What follows belongs to an exercise in optimizing a design on an open flow for small area and a short achievable clock period; a production flow would make more cautious choices. The RTL was checked by simulation tests, not by an equivalence proof against the original design. No activity file was given, so power comes from the tool's default toggle rates.

Design entropy_encode_dc_coefficients, start of the top module:
module entropy_encode_dc_coefficients #(parameter ADDER = 0) (
	input clk,
	input reset_n,
	input in_valid,
	input in_first,
	input [15:0] DcCoeff,
	output out_valid,
	output [31:0] codeword,
	output [5:0] codeword_length
);
clock: 5.0 ns
lec_check: 0
abc_area: 1
cap_margin: 20
core_margin: 2
core_utilization: 65
cts_cluster_diameter: 200
cts_cluster_size: 50
setup_slack_margin: 2.85
slew_margin: 20
tns_end_percent: 20
standard.sh (not shown) runs the stock make flow with config.mk's settings and CLKGATE_MAP_FILE= SYNTH_SCRIPT=/design/flow/synth_recipe.tcl, a recipe that flattens the netlist after the stock synthesis.
==> flow/flow/run.sh <==
#!/bin/bash
# The standard layout with two changes:
#  - the input and output ports are buffered with plain buffers instead of
#    the delay buffers buffer_ports picks by default;
#  - synthesis leaves adders to ABC instead of mapping them to full/half-adder
#    cells first (ADDER_MAP_FILE empty); registers are unchanged.
# make's full output goes to make.log in the work folder; ORFS keeps each
# tool's log under orfs/logs/.
set -euo pipefail
cd "$(dirname "$0")/.."
bash standard.sh "BUFFER_PORTS_ARGS=-buffer_cell sky130_fd_sc_hd__buf_2" "ADDER_MAP_FILE=" finish > make.log 2>&1
The baseline passed the timing, design-rule and antenna checks.
Rerun with:
Settings changed: TNS_END_PERCENT 20 to not set.
The changed run completed with no timing, DRC or antenna violations.
Power stays flat.
Clock skew is about the same.
Synthesized cell count is unchanged.
Sequential share of layout area stays flat.
Non-clock buffer count stays the same.
Critical path depth stays the same.
Clock power barely changes.
Cell area hardly moves.
Final cell count stays the same.
First-iteration DRC count came out higher by 6.9%.
Rerun with:
Settings changed: PLACE_DENSITY set to 0.8.
- worst setup slack gets worse by 38 ps
- global-route usage came out higher by 0.24 points
- fmax came out lower by 1.9%
- synthesized area is unchanged
- routed wire length grows by 1.3%
- count of clock-buffer cells in the layout rises by 1
- power increases by about 5.6%
- clock skew hardly moves
- final cell count barely changes


## run 1
entropy_encode_dc_coefficients again, from the RTL that the note above started with.
clock: 5.0 ns
lec_check: 0
abc_area: 1
cap_margin: 20
core_margin: 2
core_utilization: 65
cts_cluster_diameter: 200
cts_cluster_size: 50
gpl_timing_driven: 0
setup_slack_margin: 2.85
slew_margin: 20
Scripts as last shown in full above: flow/flow/run.sh
For run 2, these inputs were changed with respect to run 1:
Settings: GPL_TIMING_DRIVEN: 0 -> unset.
==> flow/flow/run.sh <==
#!/bin/bash
# The standard layout with these changes:
#  - the input and output ports are buffered with plain buffers instead of
#    the delay buffers buffer_ports picks by default;
#  - synthesis leaves adders to ABC instead of mapping them to full/half-adder
#    cells first (ADDER_MAP_FILE empty);
#  - ABC's area script skips its upsize pass (ORFS's scripts are copied into
#    the work folder and only abc_area.script is changed); the layout's own
#    timing repair sizes the cells instead. Registers are unchanged.
# make's full output goes to make.log in the work folder; ORFS keeps each
# tool's log under orfs/logs/.
set -euo pipefail
cd "$(dirname "$0")/.."
rm -rf scripts_local
cp -r "$FLOW_HOME/scripts" scripts_local
printf 'strash\ndch\nmap -B 0.9\ntopo\nstime -c\nbuffer -c\ndnsize -c\n' > scripts_local/abc_area.script
bash standard.sh "SCRIPTS_DIR=$PWD/scripts_local" "BUFFER_PORTS_ARGS=-buffer_cell sky130_fd_sc_hd__buf_2" "ADDER_MAP_FILE=" finish > make.log 2>&1
Notes after the runs:
Measured against run 1, the die area of run 2 comes out at 0.940 times the reference value.
Run 1 -> run 2: final number of max-transition violations delta 0, exact match
Minimum clock period after layout (lower): run 1
Run 2 improves on run 1 in summed instance area of the synthesized netlist.
Run 2 closes out successfully: all stages finished, all timing, DRC and antenna checks passed.
Relative to run 2, the following input files were edited for run 3:
Settings: putting TNS_END_PERCENT at 0 where nothing was set.
==> flow/flow/run.sh <==
#!/bin/bash
# The standard layout with two changes:
#  - the input and output ports are buffered with plain buffers instead of
#    the delay buffers buffer_ports picks by default;
#  - synthesis leaves adders to ABC instead of mapping them to full/half-adder
#    cells first (ADDER_MAP_FILE empty); registers are unchanged.
# make's full output goes to make.log in the work folder; ORFS keeps each
# tool's log under orfs/logs/.
set -euo pipefail
cd "$(dirname "$0")/.."
bash standard.sh "BUFFER_PORTS_ARGS=-buffer_cell sky130_fd_sc_hd__buf_2" "ADDER_MAP_FILE=" finish > make.log 2>&1
Notes after the runs:
Relative to run 2, run 3 improves peak supply drop. Sort run 2 and run 3 by clock power share, descending, and run 2 comes first. What run 2 reported for total standard cell area after synthesis has to be multiplied by 1.07 to get the figure for run 3. Diff run 2 -> run 3: setup slack +0.075 ns; post-CTS setup buffer count -11.
Input-level comparison between run 4 and run 3:
Settings: TNS_END_PERCENT removed (was 0); CORE_UTILIZATION changed from 65 to 55.
==> comparison <==
From run 3 to run 4 the numbers moved as follows: area added between synthesis and finish up 1.1 points, number of tap cells added at floorplan up 29%, power per cell area up about 0.5%.
Reported for run 4 and run 3, initial antenna violation count turned out identical to the last digit.
Sequential share of cell area (higher): run 3
On post-synthesis instance area, run 4 and run 3 are neck and neck.
Run 4 vs run 3, start point of the critical path: m2[16] vs f2
Diff run 4 and run 3: via count higher in run 3
--- input diff run 4..run 5 ---
Settings: CORE_UTILIZATION now 72, was 55.
Findings:
- Run 5 completed; timing, DRC and antenna clean
- Run 5 against run 4: worst-path maximum fanout rose 6, site row count fell 13%, setup slack fell 0.082 ns.
- Via count of the first global-routing pass | run 5 above run 4
- On run 5: fraction of standard cell area in multi-input logic is 0.71 points higher than what run 4 gave.
- Taking run 5 over run 4, the horizontal die dimension ratio works out to 0.880.
- Cmp run 5 and run 4 / clock share of power / higher: run 4
- Between run 5 and run 4, the final cell area excluding filler cells is lower for run 5.

## afterwards: timing with drivers on the ports
How much do the figures lean on ideal ports? The routed layouts below were timed once more, with nothing changed but the port constraints. Step 1 assumes that a clkbuf_16 drives the clock port and a buf_2 every other input. Step 2 moves the port delays by t, midway between the first and last clock arrival at a register: inputs arrive t later, outputs are due t later. That takes back most of the time a late clock gives input paths. Slacks: no drivers / after step 1 / after step 2; pairs: no drivers / after step 1.
| run | shift t [ns] | setup WS [ns] | worst register clock-pin slew, ns |
|---|---|---|---|
| the first run of note 1 | 0.377 | 3.021 / 3.021 / 2.822 | 0.09 / 0.09 |
| the second run of note 1 | 0.376 | 3.018 / 3.018 / 2.817 | 0.09 / 0.09 |
| the third run of note 1 | 0.379 | 2.980 / 2.980 / 2.848 | 0.08 / 0.08 |
| run 1 | 0.388 | 3.006 / 3.006 / 2.710 | 0.09 / 0.09 |
| run 2 | 0.388 | 2.943 / 2.943 / 2.893 | 0.08 / 0.08 |
| run 3 | 0.376 | 3.018 / 3.018 / 2.817 | 0.09 / 0.09 |
| run 4 | 0.381 | 2.978 / 2.978 / 2.935 | 0.09 / 0.09 |
| run 5 | 0.387 | 2.897 / 2.897 / 2.822 | 0.09 / 0.09 |
After both steps every run listed still meets setup and hold. For run 1, which loses most, drivers alone change the setup slack by 0.000 ns; drivers and shift together by -0.296 ns.
